This is an optimization exercise on Yosys and OpenROAD, whose aim is small area, not a production implementation.
Where RTL was checked, it was by simulation tests only, not by an equivalence proof against the original.
Power is estimated from default activity; no workload was simulated.

==> inputs of job 5788 <==
Design top_artyz7_nrf24_rx_singlefile, start of the top module:
module top_artyz7_nrf24_rx_singlefile (
    input  wire clk_125mhz,
    input  wire reset_btn,      
    output wire nrf_mosi,
    input  wire nrf_miso,
    output wire nrf_sck,
    output wire nrf_csn,
    output wire nrf_ce,
    output reg  [3:0] led,
    output wire       motor_in1,
    output wire       motor_in2,
    output wire       motor_in3,
    output wire       motor_in4,
    output wire       motor_pwm_a,
    output wire       motor_pwm_b
);
clock: 8.0 ns
lec_check: 0
cap_margin: 20
core_margin: 2
core_utilization: 40
slew_margin: 20
standard.sh (not shown) runs the stock make flow with config.mk's settings and CLKGATE_MAP_FILE= SYNTH_SCRIPT=/design/flow/synth_recipe.tcl, a recipe that flattens the netlist after the stock synthesis.
==> flow/flow/run.sh <==
#!/bin/bash
# Own layout flow: the standard ORFS flow with three changes
#  - ABC maps the logic for area (flow/abc_area.script) instead of speed;
#    the register mapping (dfflibmap) is untouched
#  - ports are buffered with the smallest buffer (buf_1)
#  - CTS adds no dummy loads
# Each tool's log is kept in orfs/logs; make's output in make.log.
set -euo pipefail
here=$(pwd)
rm -rf "$here/scripts_mod"
cp -r "$FLOW_HOME/scripts" "$here/scripts_mod"
cp "$here/flow/abc_area.script" "$here/scripts_mod/abc_speed.script"

# The standard flow's make line (standard.sh), with the overrides appended
mk=$(grep -m1 '^make -C' standard.sh | sed 's/ "\${@:-finish}"$//')
eval "$mk" \
  SCRIPTS_DIR="$here/scripts_mod" \
  BUFFER_PORTS_ARGS=\"-buffer_cell sky130_fd_sc_hd__buf_1\" \
  CTS_ARGS=\"-sink_clustering_enable -repair_clock_nets -dont_use_dummy_load\" \
  finish > "$here/make.log" 2>&1

odb=$(ls "$here"/orfs/results/*/top_artyz7_nrf24_rx_singlefile/base/6_final.odb)
: # left out here: write the final layout as DEF
==> flow/flow/abc_area.script <==
strash
dc2
dch -f
amap
strash
dc2
dch -f
amap
strash
dc2
dch -f
amap
topo
==> inputs of job 2129, as changes to job 5788 <==
==> flow/design.v (replaced) <==
`timescale 1ns / 1ps
module Motor_Controller(
    input  wire       clk,
    input  wire       reset,         
    input  wire [3:0] cmd_nibble,
    output wire       motor_in1,
    output wire       motor_in2,
    output wire       motor_in3,
    output wire       motor_in4,
    output reg        motor_pwm_a,
    output reg        motor_pwm_b
);
    reg       rev;
    reg [4:0] div_cnt;
    reg [8:0] ramp;
    wire [1:0] speed = cmd_nibble[3:2];
    wire [1:0] steer = cmd_nibble[1:0];
    wire lt400 = (ramp < 9'd400);
    wire lt510 = ~(&ramp[8:1]);
    wire run   = (speed == 2'b01) ? lt400 : (speed[1] & lt510);
    wire div_wrap = (div_cnt == 5'd24);
    always @(posedge clk) begin
        if (reset) begin
            rev         <= 1'b0;
            div_cnt     <= 5'd0;
            ramp        <= 9'd0;
            motor_pwm_a <= 1'b0;
            motor_pwm_b <= 1'b0;
        end else begin
            rev         <= &speed;
            div_cnt     <= div_wrap ? 5'd0 : div_cnt + 5'd1;
            if (div_wrap) ramp <= ramp + 9'd1;
            motor_pwm_a <= run & (steer != 2'b10);
            motor_pwm_b <= run & (steer != 2'b01);
        end
    end
    assign motor_in1 = ~rev;
    assign motor_in2 = rev;
    assign motor_in3 = ~rev;
    assign motor_in4 = rev;
endmodule
`timescale 1ns/1ps
module top_artyz7_nrf24_rx_singlefile (
    input  wire clk_125mhz,
    input  wire reset_btn,      
    output wire nrf_mosi,
    input  wire nrf_miso,
    output wire nrf_sck,
    output reg  nrf_csn,
    output wire nrf_ce,
    output reg  [3:0] led,
    output wire       motor_in1,
    output wire       motor_in2,
    output wire       motor_in3,
    output wire       motor_in4,
    output wire       motor_pwm_a,
    output wire       motor_pwm_b
);
    localparam [3:0] P_STARTUP  = 4'd0;
    localparam [3:0] P_EN_AA    = 4'd1;
    localparam [3:0] P_EN_RXA   = 4'd2;
    localparam [3:0] P_SETUP_AW = 4'd3;
    localparam [3:0] P_RF_CH    = 4'd4;
    localparam [3:0] P_RF_SETUP = 4'd5;
    localparam [3:0] P_RX_ADDR0 = 4'd6;
    localparam [3:0] P_RX_PW0   = 4'd7;
    localparam [3:0] P_CONFIG   = 4'd8;
    localparam [3:0] P_FLUSH    = 4'd9;
    localparam [3:0] P_CLEAR    = 4'd10;
    localparam [3:0] P_PWRUP    = 4'd11;
    localparam [3:0] P_RUN      = 4'd12;
    localparam [3:0] P_STATUS   = 4'd13;
    localparam [3:0] P_PAYLOAD  = 4'd14;
    localparam [3:0] P_CLEAR2   = 4'd15;    
    localparam integer N_STARTUP = 625001;   
    localparam integer N_PWRUP   = 375000;
    localparam integer N_POLL    = 125000;
    function [19:0] mr;   
        input integer n;
        integer r;
        begin
            r = n % 194;
            if (r < 14) mr = (n / 194) * 256 + r;
            else        mr = (n / 194) * 256 + ((r - 14) / 12 + 1) * 16 + (r - 14) % 12;
        end
    endfunction
    localparam [19:0] C_STARTUP = mr(N_STARTUP);
    localparam [19:0] C_PWRUP   = mr(N_PWRUP);
    localparam [19:0] C_POLL    = mr(N_POLL);
    reg [3:0]  D;
    reg [3:0]  H;
    reg [11:0] B;
    reg [3:0]  ph;
    reg        mosi;
    reg [3:0]  nib;
    reg        rx_dr;     
    wire [19:0] cnt = {B, H, D};
    function [7:0] tx_byte;
        input [3:0] p;
        input [5:0] b;
        begin
            case (p)
                P_EN_AA:    tx_byte = (b == 0) ? 8'h21 : 8'h00;
                P_EN_RXA:   tx_byte = (b == 0) ? 8'h22 : 8'h01;
                P_SETUP_AW: tx_byte = (b == 0) ? 8'h23 : 8'h03;
                P_RF_CH:    tx_byte = (b == 0) ? 8'h25 : 8'h4C;
                P_RF_SETUP: tx_byte = (b == 0) ? 8'h26 : 8'h03;
                P_RX_ADDR0: case (b)
                                6'd0:    tx_byte = 8'h2A;
                                6'd1:    tx_byte = 8'h31;
                                6'd2:    tx_byte = 8'h4E;
                                6'd3:    tx_byte = 8'h6F;
                                6'd4:    tx_byte = 8'h64;
                                default: tx_byte = 8'h65;
                            endcase
                P_RX_PW0:   tx_byte = (b == 0) ? 8'h31 : 8'h20;
                P_CONFIG:   tx_byte = (b == 0) ? 8'h20 : 8'h0F;
                P_FLUSH:    tx_byte = 8'hE2;
                P_CLEAR,
                P_CLEAR2:   tx_byte = (b == 0) ? 8'h27 : 8'h70;
                P_PAYLOAD:  tx_byte = (b == 0) ? 8'h61 : 8'hFF;
                default:    tx_byte = 8'hFF;
            endcase
        end
    endfunction
    function [5:0] frame_len;
        input [3:0] p;
        begin
            case (p)
                P_RX_ADDR0: frame_len = 6'd6;
                P_FLUSH:    frame_len = 6'd1;
                P_STATUS:   frame_len = 6'd1;
                P_PAYLOAD:  frame_len = 6'd33;
                default:    frame_len = 6'd2;
            endcase
        end
    endfunction
    wire in_frame = (ph != P_STARTUP) && (ph != P_PWRUP) && (ph != P_RUN);
    wire h0    = (H == 4'd0);
    wire dwrap = h0 ? (D[3] & D[2] & D[0]) : (D[3] & D[1] & D[0]);    
    wire [5:0] flen = frame_len(ph);
    wire at_len = ((B[5:0] & flen) == flen) & h0;
    wire [2:0] bsel = h0 ? 3'd7 : (3'd6 - H[3:1]);
    wire [7:0] txb  = tx_byte(ph, B[5:0]);
    wire mosi_ld = ~nrf_csn & ((h0 & D[0]) | (H[0] & dwrap & (H != 4'd15)));
    wire init_chain = (ph == P_EN_AA) || (ph == P_EN_RXA) || (ph == P_SETUP_AW) ||
                      (ph == P_RF_CH) || (ph == P_RF_SETUP) || (ph == P_RX_ADDR0) ||
                      (ph == P_RX_PW0) || (ph == P_CONFIG) || (ph == P_FLUSH);
    wire fr_end = in_frame & at_len & (init_chain ? D[1] : D[0]);
    wire dl_end = (ph == P_STARTUP) ? ((cnt & C_STARTUP) == C_STARTUP) :
                  (ph == P_PWRUP)   ? ((cnt & C_PWRUP)   == C_PWRUP)   :
                  (ph == P_RUN)     ? ((cnt & C_POLL)    == C_POLL)    : 1'b0;
    wire clr = fr_end | dl_end;
    always @(posedge clk_125mhz) begin
        if (clr | reset_btn) begin
            D <= 4'd0; H <= 4'd0; B <= 12'd0;
        end else begin
            D <= dwrap ? 4'd0 : D + 4'd1;
            if (dwrap) H <= H + 4'd1;
            if (dwrap && H == 4'd15) B <= B + 12'd1;
        end
    end
    always @(posedge clk_125mhz) begin
        if (reset_btn) begin
            ph      <= P_STARTUP;
            nrf_csn <= 1'b1;
            mosi    <= 1'b0;
            led     <= 4'd0;
        end else begin
            if (in_frame && h0 && D == 4'd0)
                nrf_csn <= at_len;
            if (mosi_ld) mosi <= txb[bsel];
            if (fr_end | dl_end) begin
                if ((ph == P_STATUS && !rx_dr) || ph == P_CLEAR2)
                    ph <= P_RUN;
                else
                    ph <= ph + 4'd1;
            end
            if (fr_end && ph == P_PAYLOAD) led <= nib;
        end
    end
    always @(posedge clk_125mhz) begin
        if (dwrap && ~H[0] && B[5:1] == 5'd0)    
            nib <= {nib[2:0], nrf_miso};
        if (dwrap && H == 4'd2 && ~B[0])
            rx_dr <= nrf_miso;
    end
    assign nrf_sck  = H[0] & ~nrf_csn;
    assign nrf_ce   = ph[3] & ph[2];     
    assign nrf_mosi = mosi;
    Motor_Controller u_motor (
        .clk        (clk_125mhz),
        .reset      (reset_btn),
        .cmd_nibble (led),
        .motor_in1  (motor_in1),
        .motor_in2  (motor_in2),
        .motor_in3  (motor_in3),
        .motor_in4  (motor_in4),
        .motor_pwm_a(motor_pwm_a),
        .motor_pwm_b(motor_pwm_b)
    );
endmodule
==> inputs of job 1097, as changes to job 5788 <==
--- a/flow/design.v
+++ b/flow/design.v
@@ -51,32 +51,32 @@
     output reg  [3:0] led,
     output wire       motor_in1,
     output wire       motor_in2,
     output wire       motor_in3,
     output wire       motor_in4,
     output wire       motor_pwm_a,
     output wire       motor_pwm_b
 );
-    localparam [3:0] P_STARTUP  = 4'd8;
-    localparam [3:0] P_EN_AA    = 4'd9;
-    localparam [3:0] P_EN_RXA   = 4'd10;
-    localparam [3:0] P_SETUP_AW = 4'd11;
-    localparam [3:0] P_RF_CH    = 4'd12;
-    localparam [3:0] P_RF_SETUP = 4'd13;
-    localparam [3:0] P_RX_ADDR0 = 4'd14;
-    localparam [3:0] P_RX_PW0   = 4'd15;
-    localparam [3:0] P_CONFIG   = 4'd0;
-    localparam [3:0] P_FLUSH    = 4'd1;
-    localparam [3:0] P_CLEAR    = 4'd2;
-    localparam [3:0] P_PWRUP    = 4'd3;
-    localparam [3:0] P_RUN      = 4'd4;
-    localparam [3:0] P_STATUS   = 4'd5;
-    localparam [3:0] P_PAYLOAD  = 4'd6;
-    localparam [3:0] P_CLEAR2   = 4'd7;    
+    localparam [3:0] P_STARTUP  = 4'd0;
+    localparam [3:0] P_EN_AA    = 4'd1;
+    localparam [3:0] P_EN_RXA   = 4'd2;
+    localparam [3:0] P_SETUP_AW = 4'd3;
+    localparam [3:0] P_RF_CH    = 4'd4;
+    localparam [3:0] P_RF_SETUP = 4'd5;
+    localparam [3:0] P_RX_ADDR0 = 4'd6;
+    localparam [3:0] P_RX_PW0   = 4'd7;
+    localparam [3:0] P_CONFIG   = 4'd8;
+    localparam [3:0] P_FLUSH    = 4'd9;
+    localparam [3:0] P_CLEAR    = 4'd10;
+    localparam [3:0] P_PWRUP    = 4'd11;
+    localparam [3:0] P_RUN      = 4'd12;
+    localparam [3:0] P_STATUS   = 4'd13;
+    localparam [3:0] P_PAYLOAD  = 4'd14;
+    localparam [3:0] P_CLEAR2   = 4'd15;    
     localparam integer N_STARTUP = 625001;   
     localparam integer N_PWRUP   = 375000;
     localparam integer N_POLL    = 125000;
     function [19:0] mr;   
         input integer n;
         integer r;
         begin
             r = n % 194;
@@ -140,48 +140,47 @@
     wire [5:0] flen = frame_len(ph);
     wire at_len = ((B[5:0] & flen) == flen) & h0;
     wire cnt0 = (B[5:0] == 6'd0) & (H == 4'd0) & (D == 4'd0);
     assign nrf_csn = ~in_frame | cnt0 | (at_len & (D[1] | D[0]));
     wire [2:0] bsel = h0 ? 3'd7 : (3'd6 - H[3:1]);
     wire [7:0] txb  = tx_byte(ph, B[5:0]);
     wire rom_bit =
         (H[1] & H[2] & B[0] & ~ph[0] & ~ph[1]) |
-        (~ph[1] & ph[2] & ~ph[3]) |
+        (~ph[1] & ph[2] & ph[3]) |
         (H[1] & H[3] & ph[0] & ~ph[1] & ph[2]) |
         (H[2] & H[3] & B[0] & ph[0] & ~ph[1] & ph[2]) |
-        (H[0] & ~H[2] & ~H[3] & ~ph[0] & ph[2] & ~ph[3]) |
-        (H[3] & ~B[0] & ph[1] & ~ph[2] & ~ph[3]) |
-        (B[0] & ~ph[0] & ph[2] & ~ph[3]) |
+        (H[0] & ~H[2] & ~H[3] & ~ph[0] & ph[2] & ph[3]) |
+        (H[3] & ~B[0] & ph[1] & ~ph[2] & ph[3]) |
+        (B[0] & ~ph[0] & ph[2] & ph[3]) |
         (~H[1] & H[2] & B[0] & ~B[1] & ~B[2] & ~ph[0] & ph[1] & ph[2]) |
-        (B[1] & ~ph[3]) |
+        (B[1] & ph[3]) |
         (H[0] & ~H[1] & ~H[2] & B[1]) |
-        (B[2] & ~ph[3]) |
-        (~H[1] & H[2] & ~B[0] & ph[0] & ph[1] & ph[2] & ph[3]) |
+        (B[2] & ph[3]) |
+        (~H[1] & H[2] & ~B[0] & ph[0] & ph[1] & ph[2] & ~ph[3]) |
         (H[1] & H[3] & ph[0] & ph[1] & ~ph[2]) |
         (H[1] & ~H[2] & ~H[3] & ~B[0] & ~B[1]) |
         (H[1] & ~H[2] & ~H[3] & B[0] & ph[1] & ph[2]) |
         (H[0] & ~H[1] & ~H[2] & B[2]) |
-        (H[0] & ~H[1] & ~H[3] & B[0] & ph[1] & ~ph[3]) |
-        (H[3] & B[0] & ~ph[1] & ~ph[3]) |
-        (H[3] & ~B[0] & ph[0] & ph[1] & ~ph[3]) |
-        (H[2] & H[3] & B[0] & ~ph[0] & ph[1] & ph[3]) |
-        (H[1] & H[3] & ~B[0] & ~B[2] & ~ph[0] & ph[1] & ph[3]) |
+        (H[0] & ~H[1] & ~H[3] & B[0] & ph[1] & ph[3]) |
+        (H[3] & B[0] & ~ph[1] & ph[3]) |
+        (H[3] & ~B[0] & ph[0] & ph[2] & ph[3]) |
+        (H[2] & H[3] & B[0] & ~ph[0] & ph[1] & ~ph[3]) |
+        (H[1] & H[3] & ~B[0] & ~B[2] & ~ph[0] & ph[1] & ~ph[3]) |
         (H[1] & B[0] & B[1]) |
-        (~H[2] & ~H[3] & ph[0] & ~ph[1] & ~ph[3]) |
         (H[2] & H[3] & ph[0] & ph[1] & ~ph[2]) |
-        (~H[1] & ~H[2] & H[3] & ~ph[0] & ~ph[1] & ph[3]) |
-        (H[1] & H[2] & ~B[0] & ~B[2] & ~ph[0] & ph[1] & ph[2] & ph[3]) |
-        (H[1] & ~H[2] & ph[0] & ~ph[2] & ~ph[3]) |
-        (H[2] & H[3] & ~B[0] & ph[2] & ~ph[3]) |
-        (H[1] & ~H[2] & ~H[3] & ph[1] & ~ph[3]) |
+        (~H[2] & ~H[3] & ph[0] & ~ph[2] & ph[3]) |
         (~H[1] & ~H[2] & H[3] & ~B[0] & ~ph[1] & ph[2]) |
-        (H[2] & H[3] & ~B[0] & ph[0] & ~ph[2] & ph[3]) |
-        (H[2] & H[3] & ~B[0] & ~ph[0] & ~ph[1] & ph[2]) |
-        (H[0] & ~H[1] & ~H[2] & B[0] & ~ph[0] & ~ph[1] & ph[2]) |
+        (H[0] & ~H[1] & ~H[2] & B[0] & ~ph[0] & ~ph[1] & ~ph[3]) |
+        (H[1] & H[2] & ~B[0] & ~B[2] & ~ph[0] & ph[1] & ph[2] & ~ph[3]) |
+        (H[2] & H[3] & ~B[0] & ph[2] & ph[3]) |
+        (H[1] & ~H[2] & ~B[0] & ph[0] & ph[3]) |
+        (H[1] & ~H[2] & ~H[3] & ph[1] & ph[3]) |
+        (H[2] & H[3] & ~B[0] & ~ph[0] & ~ph[1] & ~ph[3]) |
+        (H[2] & H[3] & ~B[0] & ph[0] & ~ph[2] & ~ph[3]) |
         ((ph == P_PAYLOAD) & (B[5:3] != 3'd0));
     wire mosi_ld = ~nrf_csn & ((h0 & D[0]) | (H[0] & dwrap & (H != 4'd15)));
     wire init_chain = (ph == P_EN_AA) || (ph == P_EN_RXA) || (ph == P_SETUP_AW) ||
                       (ph == P_RF_CH) || (ph == P_RF_SETUP) || (ph == P_RX_ADDR0) ||
                       (ph == P_RX_PW0) || (ph == P_CONFIG) || (ph == P_FLUSH);
     wire fr_end = in_frame & at_len & (init_chain ? D[1] : D[0]);
     wire dl_end = (ph == P_STARTUP) ? ((cnt & C_STARTUP) == C_STARTUP) :
                   (ph == P_PWRUP)   ? ((cnt & C_PWRUP)   == C_PWRUP)   :
@@ -212,18 +211,17 @@
             if (fr_end && ph == P_PAYLOAD) led <= nib;
         end
     end
     always @(posedge clk_125mhz) begin
         if (dwrap && ~H[0] && B[5:1] == 5'd0 && (B[0] || H[3:2] == 2'd0))
             nib <= {nib[2:0], nrf_miso};
     end
     assign nrf_sck  = H[0] & in_frame;    
-    wire [3:0] ph_rel = ph - P_RUN;
-    assign nrf_ce   = (ph_rel[3:2] == 2'b00);     
+    assign nrf_ce   = ph[3] & ph[2];     
     assign nrf_mosi = mosi;
     Motor_Controller u_motor (
         .clk        (clk_125mhz),
         .reset      (reset_btn),
         .cmd_nibble (led),
         .motor_in1  (motor_in1),
         .motor_in2  (motor_in2),
         .motor_in3  (motor_in3),
--- a/flow/flow/run.sh
+++ b/flow/flow/run.sh
@@ -11,13 +11,13 @@
 cp -r "$FLOW_HOME/scripts" "$here/scripts_mod"
 cp "$here/flow/abc_area.script" "$here/scripts_mod/abc_speed.script"
 
 # The standard flow's make line (standard.sh), with the overrides appended
 mk=$(grep -m1 '^make -C' standard.sh | sed 's/ "\${@:-finish}"$//')
 eval "$mk" \
   SCRIPTS_DIR="$here/scripts_mod" \
   BUFFER_PORTS_ARGS=\"-buffer_cell sky130_fd_sc_hd__buf_1\" \
-  CTS_ARGS=\"-sink_clustering_enable -repair_clock_nets -dont_use_dummy_load\" \
+  CTS_ARGS=\"-sink_clustering_enable -repair_clock_nets -dont_use_dummy_load -buf_list sky130_fd_sc_hd__clkbuf_16 -sink_clustering_size 60 -sink_clustering_max_diameter 300\" \
   finish > "$here/make.log" 2>&1
 
 odb=$(ls "$here"/orfs/results/*/top_artyz7_nrf24_rx_singlefile/base/6_final.odb)
 : # left out here: write the final layout as DEF
==> qor summary <==
| quantity | job 5788 | job 1097 | job 2129 |
|---|---|---|---|
| Outcome | finished clean | finished clean | finished clean |
| Final core utilization | 0.457 | 0.452 | 0.441 |
| Average cell area after synthesis | 7.81 µm² | 7.56 µm² | 7.70 µm² |
| Hold Crit Depth | 1 | 0 | 0 |
| Total number of nets in the final design | 362 | 378 | 398 |
| Final std cells w/o fill | 418 | 436 | 456 |
| Worst R2R Setup Slack | 4.50 ns | 4.01 ns | 4.47 ns |
| First-pass GRT wire length | 9520 µm | 10,100 µm | 10,500 µm |
| Pin count of the biggest net entering global routing | 17 | 16 | 19 |
| Mean routed wirelength per cell | 13.6 µm | 13.7 µm | 13.3 µm |
| Clock network power share | 0.325 | 0.415 | 0.327 |
| Final Wtd Congestion | 0.993 | 0.922 | 0.874 |
| Via count | 2,315 | 2,371 | 2,491 |
| Number of well taps | 75 | 77 | 80 |
| GRT met1 Usage | 0.221 | 0.239 | 0.223 |
| Starting DRC count in detailed routing | 137 | 175 | 134 |
| Dpl cells | 413 | 431 | 451 |
| Required time at the endpoint of the critical path | 6.40 ns | 8.19 ns | 8.20 ns |
| Portion of synthesized cell area occupied by the leading cell type | 0.365 | 0.360 | 0.342 |
| Share of the synthesized area in compound gates (AO/OA/AOI/OAI) | 0.218 | 0.206 | 0.214 |
| Clk root buf | sky130_fd_sc_hd__clkbuf_8 | sky130_fd_sc_hd__clkbuf_16 | sky130_fd_sc_hd__clkbuf_8 |
| Floorplan row count | 28 | 29 | 30 |
| Worst setup path endpoint | nrf_csn | B[11] | B[8] |
| End point of the worst hold path | u_motor.div_cnt[0] | nib[3] | nib[1] |
The RTL of job 1097 was laid out without a check of its function.

what the ideal ports hide:
The flow's constraints put no driver on any port. The routed layouts listed below were extracted and timed again, unchanged, in two steps.
Step 1: set_driving_cell puts a clkbuf_16 on clk_125mhz and a buf_2 on each other input, an assumption about the parent block.
Step 2 moves the port delays by t, midway between the first and last clock arrival at a register: inputs arrive t later, outputs are due t later. That takes back most of the time a late clock gives input paths.
Slacks: ideal / step 1 / step 2; pairs: ideal / step 1.
| run | shift t [ns] | setup WS [ns] | clock arrival spread, ns |
|---|---|---|---|
| job 5788 | 0.315 | 3.816 / 3.787 / 4.101 | 0.019 / 0.019 |
| job 2129 | 0.327 | 4.471 / 4.471 / 4.471 | 0.038 / 0.037 |
| job 1097 | 0.309 | 4.011 / 3.977 / 4.011 | 0.013 / 0.013 |
After both steps every run listed still meets setup and hold.
